What follows belongs to an exercise in optimizing a design on an open flow for small area; a production flow would make more cautious choices.
Function was checked by simulation only, so behaviour that the tests miss may differ from the original.
Power figures rest on the tool's default switching activity, not on a simulated workload.

`run.sh`:
```
#!/bin/bash
# synth_recipe.tcl (not shown) runs the flow's synth.tcl, then flattens the netlist and writes it again
# the make line also repeats each setting of config.mk as NAME=value (left out here)
make -C /OpenROAD-flow-scripts/flow DESIGN_CONFIG=/design/flow/config.mk WORK_HOME=/design/flow/orfs CLKGATE_MAP_FILE= SYNTH_SCRIPT=/design/flow/synth_recipe.tcl finish
```
`config.mk`:
```
export PLATFORM = sky130hd
export DESIGN_NAME = dispatcher
export DESIGN_NICKNAME = dispatcher
export VERILOG_FILES = /design/flow/design.v
export SDC_FILE = /design/flow/constraint.sdc
export NUM_CORES = 4
export LEC_CHECK = 0
export CAP_MARGIN = 20
export CORE_MARGIN = 2
export CORE_UTILIZATION = 40
export SLEW_MARGIN = 20
```
`constraint.sdc`:
```
create_clock -name core_clock -period 10.0 [get_ports {clk}]
set_input_delay 2.0000 -clock core_clock [delete_from_list [all_inputs] [get_ports {clk}]]
set_output_delay 2.0000 -clock core_clock [all_outputs]
set_load 0.01 [all_outputs]
```
`design.v`:
```
module dispatcher(
	input  logic         clk,
	input  logic         rst,
	input  logic [31:0]  ifetch_pc_plus_four,
	input  logic [31:0]  ifetch_instruction,
	input  logic         ifetch_empty_flag,
	input  logic [6:0]   cdb_tag,
	input  logic         cdb_valid,
	input  logic [31:0]  cdb_data,
	input  logic         cdb_branch,
	input  logic         cdb_branch_taken,
	output logic [31:0]  dispatch_jmp_branch_addr,
	output logic         dispatch_jump_branch,
	output logic         dispatch_ren,
	output logic         en_div_dispatch,
	output logic         en_mult_dispatch,
	output logic         en_store_load_dispatch,
	output logic         en_int_dispatch,
	output logic [100:0] dispatcher_2_int_queue,
	output logic [119:0] dispatcher_2_lw_sw_queue,
	output logic [83:0]  dispatcher_2_mult_or_div
);
logic [31:0] instr;
assign instr = ifetch_empty_flag ? 32'b0 : ifetch_instruction;
logic [6:0] opc;
logic [4:0] rd, rs1, rs2;
logic [2:0] f3;
logic [6:0] f7;
assign opc = instr[6:0];
assign rd  = instr[11:7];
assign f3  = instr[14:12];
assign rs1 = instr[19:15];
assign rs2 = instr[24:20];
assign f7  = instr[31:25];
logic is_r, is_i, is_s, is_b, is_j, is_u, is_jalr, is_lw, is_lui;
assign is_r    = (opc == 7'b0110011);
assign is_i    = (opc == 7'b0010011);
assign is_s    = (opc == 7'b0100011);
assign is_b    = (opc == 7'b1100011);
assign is_j    = (opc == 7'b1101111);
assign is_u    = (opc == 7'b0010111);
assign is_jalr = (opc == 7'b1100111);
assign is_lw   = (opc == 7'b0000011);
assign is_lui  = (opc == 7'b0110111);
logic rename;
assign rename = (is_r | is_i | is_u | is_j) & (rd != 5'd0);
logic [31:0] imm_i, imm_s, imm_b, imm_j, imm_u, imm;
assign imm_i = {{20{instr[31]}}, instr[31:20]};
assign imm_s = {{21{instr[31]}}, instr[30:25], instr[11:7]};
assign imm_b = {{20{instr[31]}}, instr[7], instr[30:25], instr[11:8], 1'b0};
assign imm_j = {{12{instr[31]}}, instr[19:12], instr[20], instr[30:21], 1'b0};
assign imm_u = {instr[31:12], 12'b0};
assign imm = ({32{is_i | is_jalr | is_lw}} & imm_i) |
             ({32{is_s}} & imm_s) |
             ({32{is_b}} & imm_b) |
             ({32{is_j}} & imm_j) |
             ({32{is_u}} & imm_u);
logic [31:0] bj_imm;
assign bj_imm = ({32{is_b}} & imm_b) | ({32{is_j}} & imm_j);
assign dispatch_jmp_branch_addr = ifetch_pc_plus_four + bj_imm;
assign dispatch_jump_branch = is_j | cdb_branch_taken;
assign dispatch_ren = ~is_b;
logic md;
assign md = (f7 == 7'h01);
assign en_div_dispatch        = is_r & md & (f3 == 3'h4);
assign en_mult_dispatch       = is_r & md & (f3 == 3'h0);
assign en_int_dispatch        = (is_r & ~(md & (f3 == 3'h4 || f3 == 3'h0))) |
                                is_i | is_lui | is_jalr | is_b | is_u;
assign en_store_load_dispatch = is_lw | is_s;
logic [5:0] fifo [0:63];
logic [5:0] rp, wp;
logic       lap;        
logic [5:0] head;
always_ff @(posedge clk) begin
	if (cdb_valid)
		fifo[wp] <= cdb_tag[5:0];
end
always_ff @(posedge clk or posedge rst) begin
	if (rst) begin
		rp  <= 6'd0;
		wp  <= 6'd0;
		lap <= 1'b0;
	end else begin
		if (cdb_valid) begin
			wp <= wp + 6'd1;
			if (wp == 6'd63)
				lap <= 1'b1;
		end
		if (rename)
			rp <= rp + 6'd1;
	end
end
assign head = (lap || (rp < wp)) ? fifo[rp] : rp;
logic [31:1] rs_v;
logic [5:0]  rs_tag [1:31];
logic [31:1] match, ren_sel, sel1, sel2;
always_comb begin
	for (int i = 1; i < 32; i++) begin
		ren_sel[i] = rename && (rd == i[4:0]);
		sel1[i]    = (rs1 == i[4:0]);
		sel2[i]    = (rs2 == i[4:0]);
		match[i]   = cdb_valid && rs_v[i] && (rs_tag[i] == cdb_tag[5:0]);
	end
end
always_ff @(posedge clk or posedge rst) begin
	if (rst)
		rs_v <= '0;
	else
		rs_v <= ren_sel | (rs_v & ~match);
end
always_ff @(posedge clk) begin
	for (int i = 1; i < 32; i++)
		if (ren_sel[i])
			rs_tag[i] <= head;
end
logic [31:0] rf [1:31];
logic [31:0] wdata;
assign wdata = rst ? 32'h0 : cdb_data;
always_ff @(posedge clk) begin
	for (int i = 1; i < 32; i++)
		if (rst || match[i])
			rf[i] <= (i == 2) ? (rst ? 32'h7fffeffc : cdb_data) : wdata;
end
logic [31:0] rf1, rf2;
logic [5:0]  t1, t2;
logic        v1, v2;
always_comb begin
	rf1 = '0; rf2 = '0; t1 = '0; t2 = '0; v1 = 1'b0; v2 = 1'b0;
	for (int i = 1; i < 32; i++) begin
		rf1 = rf1 | ({32{sel1[i]}} & rf[i]);
		rf2 = rf2 | ({32{sel2[i]}} & rf[i]);
		t1  = t1  | ({6{sel1[i]}} & rs_tag[i]);
		t2  = t2  | ({6{sel2[i]}} & rs_tag[i]);
		v1  = v1  | (sel1[i] & rs_v[i]);
		v2  = v2  | (sel2[i] & rs_v[i]);
	end
end
logic [5:0]  tag1, tag2;
logic        fwd1, fwd2;
logic [31:0] d1, d2, q_d2;
logic        q_v1, q_v2;
assign tag1 = {6{v1}} & t1;
assign tag2 = {6{v2}} & t2;
assign fwd1 = cdb_valid & v1 & (t1 == cdb_tag[5:0]);
assign fwd2 = cdb_valid & v2 & (t2 == cdb_tag[5:0]);
assign d1 = fwd1 ? cdb_data : rf1;
assign d2 = fwd2 ? cdb_data : rf2;
assign q_v1 = ~v1 | fwd1;
assign q_v2 = (is_i | is_lui | is_lw) | ~v2 | fwd2;
assign q_d2 = (is_i | is_lui) ? imm : d2;
logic [83:0] q;
assign q = {d1, q_d2, q_v1, q_v2, tag1, tag2, head};
assign dispatcher_2_int_queue   = {q, opc, f3, f7};
assign dispatcher_2_lw_sw_queue = {q, imm, ~is_lw, f3};
assign dispatcher_2_mult_or_div = q;
endmodule
```
==> summary.txt <==
* DRC viols at 0
* Seq/Total Area, Yosys at 64.9%
* RSZ-0062 raised after global routing: no
* Post-synth EDFFs at around 1600
* CTS root buf: clkbuf_16
* Layout cell share with drive strength beyond 1 at 14.0%
* Finished Cell Area at 86900 sq um
* Critical path arrival at roughly 7.6 ns
* Nets@finish at 5815
* CTS tree: yes
* Vias/cell at 7.07
* Setup CP Type: in2out
* Final Skew at 0.0546 ns
* Max VDD drop at 0.188 mV
* Clock Sinks at ~1600
* Area growth syn-to-layout at 17.4%
* Fmax at 104 MHz
* Initial Util at approximately two fifths
* CTS Buf Count at 171
* Main synth FF type: edfxtp_1
* Post-CTS sizing at 0
* Final Hold Fails at 0
* Routability congestion estimate at 1.05
* Critical path launch point type: input port
* Vias in the first global route at 55200
* CP max stage cell: clkdlybuf4s50_1
* Leak at 30.2 nW
* Vias at 58600
* YS warnings at 3
* Worst Hold Class: reg2reg
* # setup viols final at 0
* DP Wirelength at 196000 um
* # port buffers at 447
* Syn Std Cell Area at 74000 sq um
* Slew headroom at 18.1%
* Number of fill cells at 16000
* Syn Area/Cell at roughly 14 sq um
* CORE AREA at 183000 sq um
* Ranking of synthesized cells by area: edfxtp_1 63%, a22oi_1 10%, mux4_2 3.8%, nand2_1 2.1%, xnor2_1 1.8%
* Drt wl/cell at 41.8 um
* Clock latency on the worst-skew pair at 0.84 ns
* #FFs+latches synth at 1606
* Unique masters post-synth at 72
* Synth top cells by count: 1562 x edfxtp_1, 994 x a22oi_1, 416 x nand2_1
* Total number of H-tree levels at 4
* Fin. max-slew vios at 0
* Overall die area at 188000 sq um
* Fraction of registers with async set/reset at around 2.7%
* Cts hold-fix bufs at 0
* Crit-path cells: clkdlybuf4s50_1, buf_4, nor4b_4, and2_2, buf_4, a22oi_1, nand3_1, or4_1, o211ai_1, or4_4, buf_12, o311a_1, buf_12, clkdlybuf4s50_1
* Net Count, Synth at 5503
* Syn Inst Count at 5356
* Worst-path clk slew at roughly 0.060 ns
* Initial antenna violation count at 14
* Synth top area share at 63.4%
* CP required at 8.00 ns
* Largest net degree at the start of global routing at between 60 and 70
* CP Capture Type: output port
* Width of the die at 434 um
* Yosys top cell by area: edfxtp_1
* Pwr/cell area at 188 nW/um^2
* Count leader, synth: edfxtp_1
* Status: finished clean
* Row Count at 157
* Final WL at 346000 um
* Final Cycle Share at between 90% and 100%
* Grt ovf at 0
* Post-CTS Setup Bufs at 0
* Global-route usage over all layers at between 30 and 40%
* Antenna viol nets, final at 0
* Final setup TNS at 0 ns
* Worst Max-Slew Pin Slew at 1.23 ns
* CTS Buffer Depth at 3
* Slowest stage delay, CP at about 0.87 ns
* Number of max-cap violations at 0
* First-pass GRT wire length at 461000 um
* Die Y-Extent at between 400 and 500 um
* CP max FO at 33
* Starting DRC count in detailed routing at 12700
* Fin crit period at around 9.6 ns
* Area after DPL at 81200 sq um
* DRT Pass-1 Iters at 14
* I/O pins at 452
-- power by group --
part / switching (mW) / internal, mW / total (mW) / leakage (nW)
Sequential: 0.256 / 7.87 / 8.13 / 15.3
Combinational: 1.09 / 0.629 / 1.72 / 12.2
Clock: 2.82 / 3.66 / 6.49 / 2.75
Total: 4.17 / 12.2 / 16.3 / 30.2
-- cell usage in the layout, fill, tap and decap left out, types with 55 or more instances in the layout --
cell type / count
edfxtp_1: 1562
clkbuf_16: 173
clkdlybuf4s50_1: 438
nor2_1: 165
a222oi_1: 71
buf_4: 237
a21o_1: 57
nor3_1: 116
nand4_1: 122
nand3_1: 134
xnor2_1: 153
and3_1: 132
nor2b_1: 55
nand2_1: 385
mux4_2: 124
xor2_1: 75
a22oi_1: 994
-- registers in the layout (all words and copies together) (netlist names) --
name and count:
rf 992, fifo 384, rs_tag 186, rs_v 31, rp 6, wp 6
lap 1
-- path summary, 6_finish.rpt --
path	from	end	slack (ns)	cells past startpoint
worst min register to register	lap$_DFFE_PP0P_	lap$_DFFE_PP0P_	0.48	2
max in group asynchronous	rst	rp[1]$_DFFE_PP0P_	7.27	3
min in group asynchronous	rst	rs_v[5]$_DFF_PP0_	1.38	2
worst max-delay path	ifetch_instruction[20]	dispatcher_2_mult_or_div[22]	0.39	14
worst min-delay path	lap$_DFFE_PP0P_	lap$_DFFE_PP0P_	0.48	2
worst max register to register	rp[1]$_DFFE_PP0P_	rs_tag[20][0]$_DFFE_PP_	5.61	5
-- per-layer routing --
metal / global-route usage, % / up-vias / part of all wire, %
met4: 23.6 / 14 / 8.3
met3: 13.1 / 1627 / 15
met2: 51.0 / 6027 / 42
met5: 0 / - / 0.035
met1: 45.4 / 28800 / 35
li1: - / 22100 / -
-- critical path, delay by kind of cell --
family,cells,cell delay [ns]
buffers and inverters,6,2.92
AOI/OAI and AO/OA,3,0.62
and+or+nand+nor,5,2.01
-- area by class of cell --
| cell class | instances | area (sq um) | share of cell area, % |
|---|---|---|---|
| antenna | 12 | 30.0 | 0.0346 |
| clock buffer | 214 | 4570 | 5.26 |
| multi-input combinational | 3171 | 23600 | 27.2 |
| timing repair buffer | 689 | 6400 | 7.36 |
| inverter | 29 | 111 | 0.128 |
| sequential | 1606 | 48000 | 55.3 |
| clock inverter | 99 | 1090 | 1.25 |
| tap | 2464 | 3080 | 3.55 |
-- stage by stage --
stage	total power, mW	cells	hold WS, ns	setup slack (ns)	util (%)
floorplan	9.04	5356	0.437	2.09	-
global placement	9.90	7958	0.469	0.669	44.2
detailed placement	9.92	7958	0.462	0.670	44.3
CTS	16.3	8271	0.479	0.644	47.3
global route	16.7	8273	0.512	0.423	47.3
finish	16.3	8284	0.480	0.389	47.4
-- cells by family (layout without fill, tap and decap cells) --
logic type,count (synthesis),in the layout,synth area share (%)
flip-flops,1606,1606,64.9
buffers and inverters,579,1031,3.91
multiplexers,165,165,4.39
AND/OR/NAND/NOR,1391,1391,9.52
adder cells (fa/ha/maj),38,38,0.653
AO/OA/AOI/OAI,1349,1349,14.0
XOR/XNOR,228,228,2.70
other,0,12,0

[separate check: timing with driven ports]
No port has a modelled driver above. Below, the same layout with a new extraction and two added sets of constraints.
Step 1 sets driving cells, clkbuf_16 on the clock port and buf_2 on the other inputs (assumed; they add their load-dependent delay and slew).
Step 2 moves the port delays by t, midway between the first and last clock arrival at a register: inputs arrive t later, outputs are due t later. That takes back most of the time a late clock gives input paths.
Three values: ideal ports, drivers, drivers and shift; two values: the first two.
t (ns): 0.902
slack for setup (ns): 0.389 / 0.357 / 0.357
worst setup path at the end: input to output
After both steps setup and hold are still met in this run. For this run, drivers alone change the setup slack by -0.032 ns; drivers and shift together by -0.032 ns.
